This design comes from an exercise in tuning for small area, a short achievable clock period and few clock cycles on the open sky130 flow, not from production work. In this exercise RTL edits were held to simulation tests only and were not proved equivalent to the original.

Setup of v14:
Design fix_audio_ns, start of the top module:
module fix_audio_ns(
	output reg ack,
	output reg overflow,
	output reg [15:0] tx_data,
	input [15:0] rx_data,
	input [51:0] conf,
	input req,
	input enable,
	input rstn, clk
);
reg [51:0] cf;
always @(posedge clk)
	cf <= conf;
wire [1:0] sel_hpf = cf[1:0];
wire [1:0] sel_lpf = cf[3:2];
wire [15:0] pnc = cf[19:4];
wire [15:0] vol = cf[35:20];
wire [15:0] in_vol = cf[51:36];
wire hen = |sel_hpf;
wire len = |sel_lpf;
wire ken = |pnc;
wire vol_en = vol != 16'd1024;
wire iv_en = in_vol != 16'd1024;
function [15:0] hcoef(input [1:0] i, input [1:0] s);
	case (i)
	2'd0: hcoef = s == 2'b11 ? 16'd732 : s == 2'b10 ? 16'd931 : 16'd1011;
	2'd1: hcoef = s == 2'b11 ? -16'd732 : s == 2'b10 ? -16'd931 : -16'd1011;
	default: hcoef = s == 2'b11 ? 16'd441 : s == 2'b10 ? 16'd838 : 16'd998;
	endcase
endfunction
function [15:0] lbcoef(input [2:0] i, input [1:0] s);
	case (i)
	3'd0, 3'd5: lbcoef = s == 2'b11 ? 16'd30 : s == 2'b10 ? 16'd54 : 16'd321;
	3'd1, 3'd4: lbcoef = s == 2'b11 ? -16'd55 : s == 2'b10 ? -16'd3 : 16'd1362;
	default: lbcoef = s == 2'b11 ? 16'd33 : s == 2'b10 ? 16'd56 : 16'd2518;
	endcase
endfunction
function [15:0] lacoef(input [2:0] i, input [1:0] s);
	case (i)
	3'd0: lacoef = s == 2'b11 ? -16'd3507 : s == 2'b10 ? -16'd2266 : 16'd2270;
	3'd1: lacoef = s == 2'b11 ? 16'd5000 : s == 2'b10 ? 16'd2479 : 16'd2647;
	3'd2: lacoef = s == 2'b11 ? -16'd3656 : s == 2'b10 ? -16'd1413 : 16'd1729;
	3'd3: lacoef = s == 2'b11 ? 16'd1366 : s == 2'b10 ? 16'd444 : 16'd631;
	default: lacoef = s == 2'b11 ? -16'd206 : s == 2'b10 ? -16'd53 : 16'd100;
	endcase
endfunction
function [15:0] mag(input [15:0] a);
	mag = a[15] ? ~a + 16'd1 : a;
endfunction
function [17:0] smul(input [31:0] p, input [15:0] a, input [15:0] b, input nega);
	smul = {|p[30:25], a[15] ^ b[15] ^ (nega & (a != 16'h8000)), p[25:10]};
endfunction
function [16:0] sacc(input [15:0] c, input [17:0] m);
	reg [16:0] s;
	begin
		s = {c[15], c} + ({1'b0, m[15:0]} ^ {17{m[16]}}) + {16'd0, m[16]};
		sacc = {m[17] | (s[16] ^ s[15]), s[15:0]};
	end
endfunction
localparam [2:0]
	P_IDLE = 3'd0, P_H = 3'd1, P_X = 3'd2, P_L1 = 3'd3, P_L2 = 3'd4, P_L3 = 3'd5,
	P_K = 3'd6, P_VOL = 3'd7;
reg [2:0] st;
  ...
Size: ~5300 cells after synthesis, roughly 90 I/O pins.
==> flow/config.mk <==
export PLATFORM = sky130hd
export DESIGN_NAME = fix_audio_ns
export DESIGN_NICKNAME = fix_audio_ns
export VERILOG_FILES = /design/flow/design.v
export SDC_FILE = /design/flow/constraint.sdc
export NUM_CORES = 4
export LEC_CHECK = 0
export CAP_MARGIN = 20
export CORE_MARGIN = 2
export CORE_UTILIZATION = 40
export SLEW_MARGIN = 20
==> flow/constraint.sdc <==
create_clock -name core_clock -period 90.0 [get_ports {clk}]
set_input_delay 18.0000 -clock core_clock [delete_from_list [all_inputs] [get_ports {clk}]]
set_output_delay 18.0000 -clock core_clock [all_outputs]
set_load 0.01 [all_outputs]
run.sh (not shown) runs the stock make flow with config.mk's settings and CLKGATE_MAP_FILE= SYNTH_SCRIPT=/design/flow/synth_recipe.tcl, a recipe that flattens the netlist after the stock synthesis.
Testbench counts of v14, summed over its fixed seeds: cycles 34,560.
Input changes introduced in v29 (baseline for comparison: v14):
Settings: a change of CAP_MARGIN from 20 to 40; a change of SLEW_MARGIN from 20 to 60.
Results
v29 was carried through to the last stage, and its layout satisfied the timing, design-rule and antenna checks.
Sort v14 and v29 by insertion delay to the later sink of the worst-skew pair desc -> top: v14
The start point of the critical path comes out enable in one run and tx_data[1]$_DFFE_PP_ in the other, namely in v14 and v29 respectively.
Delta (v29 minus v14): global routing usage on met3 fell 0.69 points.
Diff v14 -> v29: sequential cell area share moved down, post-route worst hold slack fell 12 ps.
Edits applied to the flow inputs when going from v29 to v20:
Settings: a change of CORE_UTILIZATION from 40 to 65.
### Flow results
In v20, the global-route wire length before repair came out 0.60% below the value in v29.
~same total count of hold-check failures in the final report in v20 and v29
The total half-perimeter wirelength after legalization and detailed placement in v20 sits about 2.7% below the value recorded for v29.
v29 reports its category of the most critical setup path as register to primary output while v20 reports input port to register.
Any difference in final period utilization between v29 and v20 is small enough to ignore.
Compared to v29, the router laid down less metal wire for v20.
v20 vs. v29: overall fraction of global-route tracks in use grew by 17 points, final area decreased by 840 sq um relative to the old numbers.

========
exp/indigo:
fix_audio_ns, a different RTL version from the one above (not shown whole).
Size in the first run: ~420 flip-flops, roughly 90 I/O pins, ~45,000 sq um of cells after synthesis.
make LEC_CHECK=0 CAP_MARGIN=20 CORE_MARGIN=2 CORE_UTILIZATION=40 SLEW_MARGIN=20 finish   # period 90.0 ns
Testbench counts of exp/indigo, summed over its fixed seeds: cycles 33,600.
For exp/amber, these inputs were changed with respect to exp/indigo:
- CAP_MARGIN changed from 20 to 40
- SLEW_MARGIN changed from 20 to 60
Results
- exp/amber vs exp/indigo, total stage count of the critical path went up by 1.
- Final cell count | exp/amber above exp/indigo
- Compared with exp/indigo, in exp/amber area growth from synthesis to layout moved up; achievable clock frequency moved up.
- exp/amber vs exp/indigo: cell area up by a few percent
- Changes observed in exp/amber relative to exp/indigo: number of global-route vias before repair moved up.
- exp/amber | stages: all done | timing, DRC, antenna: all pass
Setup changes, exp/amber to exp/yarrow
==> flow/flow/run.sh (new file) <==
#!/bin/bash
# The standard layout (standard.sh), except that the library's delay cells
# (clkdlybuf*, dlygate*, dlymetal*) are not used, so the port buffers that
# the flow inserts are plain buffers. Everything else is the standard flow's config.mk.
set -e
cp standard.sh standard.sh.txt
cat >> config.mk <<'EOT'
export DONT_USE_CELLS += sky130_fd_sc_hd__clkdlybuf4s15_1 sky130_fd_sc_hd__clkdlybuf4s15_2 sky130_fd_sc_hd__clkdlybuf4s18_1 sky130_fd_sc_hd__clkdlybuf4s18_2 sky130_fd_sc_hd__clkdlybuf4s25_1 sky130_fd_sc_hd__clkdlybuf4s25_2 sky130_fd_sc_hd__clkdlybuf4s50_1 sky130_fd_sc_hd__clkdlybuf4s50_2 sky130_fd_sc_hd__dlygate4sd1_1 sky130_fd_sc_hd__dlygate4sd2_1 sky130_fd_sc_hd__dlygate4sd3_1 sky130_fd_sc_hd__dlymetal6s2s_1 sky130_fd_sc_hd__dlymetal6s4s_1 sky130_fd_sc_hd__dlymetal6s6s_1
EOT
bash standard.sh > standard.log 2>&1
==> flow/standard.sh (new file) <==
#!/bin/bash
# synth_recipe.tcl (not shown) runs the flow's synth.tcl, then flattens the netlist and writes it again
# the make line also repeats each setting of config.mk as NAME=value (left out here)
make -C /OpenROAD-flow-scripts/flow DESIGN_CONFIG=/design/flow/config.mk WORK_HOME=/design/flow/orfs CLKGATE_MAP_FILE= SYNTH_SCRIPT=/design/flow/synth_recipe.tcl "${@:-finish}"
-- flow/config.mk --
<<< exp/amber, line 11
export SLEW_MARGIN = 60
>>> exp/yarrow, line 11
export SLEW_MARGIN = 60
export DONT_USE_CELLS += sky130_fd_sc_hd__clkdlybuf4s15_1 sky130_fd_sc_hd__clkdlybuf4s15_2 sky130_fd_sc_hd__clkdlybuf4s18_1 sky130_fd_sc_hd__clkdlybuf4s18_2 sky130_fd_sc_hd__clkdlybuf4s25_1 sky130_fd_sc_hd__clkdlybuf4s25_2 sky130_fd_sc_hd__clkdlybuf4s50_1 sky130_fd_sc_hd__clkdlybuf4s50_2 sky130_fd_sc_hd__dlygate4sd1_1 sky130_fd_sc_hd__dlygate4sd2_1 sky130_fd_sc_hd__dlygate4sd3_1 sky130_fd_sc_hd__dlymetal6s2s_1 sky130_fd_sc_hd__dlymetal6s4s_1 sky130_fd_sc_hd__dlymetal6s6s_1
removed: flow/run.sh
==> comparison <==
The share of the synthesized area in compound gates (AO/OA/AOI/OAI) of exp/amber and that of exp/yarrow are within noise of each other. Compared with exp/amber, in exp/yarrow overall routed net length picked up an extra 0.66%, number of failing hold endpoints at the final stage neither gained nor lost much, share of the yosys chip area belonging to registers neither gained nor lost much, upper clock frequency limit lost about 0.4%. From exp/amber to exp/yarrow the numbers moved as follows: fraction of layout instances using a drive strength above 1 saw a decrease; met3 demand-to-capacity share in global routing climbed 0.56 points. Per the comparison of exp/yarrow with exp/amber, clock skew comparable, logic depth of the worst register-to-register path now smaller. Post-synthesis average cell area across exp/yarrow and exp/amber: no real change.

========
Setup of run D:
Another version of the RTL of fix_audio_ns (not shown whole).
Size in the first run: ~4,900 cells after synthesis, about 420 flip-flops, about 90 I/O pins.
export LEC_CHECK = 0
export CAP_MARGIN = 40
export CORE_MARGIN = 2
export CORE_UTILIZATION = 40
export SLEW_MARGIN = 60
create_clock -name core_clock -period 90.0 [get_ports {clk}]
standard.sh (not shown) runs the stock make flow with config.mk's settings and CLKGATE_MAP_FILE= SYNTH_SCRIPT=/design/flow/synth_recipe.tcl, a recipe that flattens the netlist after the stock synthesis.
==> flow/flow/run.sh <==
#!/bin/bash
# The standard layout (standard.sh), with one change after synthesis: the
# library's delay cells (clkdlybuf*, dlygate*, dlymetal*) are not used, so the
# buffers the flow puts on the ports are plain buffers. Synthesis runs first,
# unchanged; the rest reads the same config.mk with those cells added to
# DONT_USE_CELLS.
set -euo pipefail
bash standard.sh synth > standard_synth.log 2>&1
cat >> config.mk <<'EOT'
export DONT_USE_CELLS += sky130_fd_sc_hd__clkdlybuf4s15_1 sky130_fd_sc_hd__clkdlybuf4s15_2 sky130_fd_sc_hd__clkdlybuf4s18_1 sky130_fd_sc_hd__clkdlybuf4s18_2 sky130_fd_sc_hd__clkdlybuf4s25_1 sky130_fd_sc_hd__clkdlybuf4s25_2 sky130_fd_sc_hd__clkdlybuf4s50_1 sky130_fd_sc_hd__clkdlybuf4s50_2 sky130_fd_sc_hd__dlygate4sd1_1 sky130_fd_sc_hd__dlygate4sd2_1 sky130_fd_sc_hd__dlygate4sd3_1 sky130_fd_sc_hd__dlymetal6s2s_1 sky130_fd_sc_hd__dlymetal6s4s_1 sky130_fd_sc_hd__dlymetal6s6s_1
EOT
bash standard.sh > standard.log 2>&1
Run D: no failed stages, no open violations at the end
Testbench counts of run D, summed over its fixed seeds: cycles 33,600.
Edits applied to the flow inputs when going from run D to run G:
==> flow/run.sh (new file) <==
#!/bin/bash
# synth_recipe.tcl (not shown) runs the flow's synth.tcl, then flattens the netlist and writes it again
# the make line also repeats each setting of config.mk as NAME=value (left out here)
make -C /OpenROAD-flow-scripts/flow DESIGN_CONFIG=/design/flow/config.mk WORK_HOME=/design/flow/orfs CLKGATE_MAP_FILE= SYNTH_SCRIPT=/design/flow/synth_recipe.tcl finish
==> flow/config.mk <==
export PLATFORM = sky130hd
export DESIGN_NAME = fix_audio_ns
export DESIGN_NICKNAME = fix_audio_ns
export VERILOG_FILES = /design/flow/design.v
export SDC_FILE = /design/flow/constraint.sdc
export NUM_CORES = 4
export LEC_CHECK = 0
export CAP_MARGIN = 40
export CORE_MARGIN = 2
export CORE_UTILIZATION = 40
export SLEW_MARGIN = 60
removed: flow/flow/run.sh
removed: flow/standard.sh
--- outcome ---
Run G: full flow OK, the timing, design-rule and antenna checks passed. Run G and run D ended up with roughly the same number of placed cells counting well taps. Between run D and run G, the difference in final cell count is negligible. Cell type of the slowest stage on the worst timing path: clkdlybuf4s50_1 -> run G, nor3b_4 -> run D. Compared with run D, in run G required time at the endpoint of the critical path now smaller, arrival time of the worst setup path shows a reduction of 18.52 ns, multi-input gate area in the final layout neither gained nor lost much. In run G, the placed standard-cell area came out 980 sq um above the value in run D. Critical path capture point = data[10]$_DFF_P_: run D; critical path capture point = tx_data[0]: run G.

## static timing again, ports no longer ideal
The flow's constraints put no driver on any port. The routed layouts listed below were extracted and timed again, unchanged, in two steps. Step 1 sets driving cells, clkbuf_16 on the clock port and buf_2 on the other inputs (assumed; they add their load-dependent delay and slew). Step 2 adds t to the input delays and takes it off the output delays; t is the mean of the earliest and latest rising clock arrival at the registers after step 1. Input paths then give back, and output paths get back, about the clock's delay inside the block. Slacks: ideal / step 1 / step 2; pairs: ideal / step 1.
run	t, ns	slack for setup (ns)	hold slack, ns	worst slew at a driven data input, ns	cell pins on the clock port's net
v14	0.724	69.911 / 69.960 / 69.237	0.449 / 0.449 / 0.449	0.19	1
v29	0.699	70.201 / 70.127 / 69.607	0.437 / 0.437 / 0.437	0.20	1
v20	0.692	70.259 / 70.228 / 69.611	0.444 / 0.444 / 0.444	0.12	1
exp/indigo	0.701	69.590 / 69.628 / 68.928	0.448 / 0.448 / 0.448	0.06	1
exp/amber	0.711	70.069 / 70.108 / 69.398	0.448 / 0.448 / 0.448	0.07	1
exp/yarrow	0.717	69.988 / 70.040 / 69.323	0.448 / 0.448 / 0.448	0.06	1
run D	0.710	70.219 / 70.223 / 69.513	0.424 / 0.424 / 0.424	0.14	1
run G	0.707	70.229 / 70.158 / 69.625	0.443 / 0.443 / 0.443	0.13	1
After both steps every run listed still meets setup and hold. For run D, which loses most, drivers alone change the setup slack by +0.004 ns; drivers and shift together by -0.706 ns.
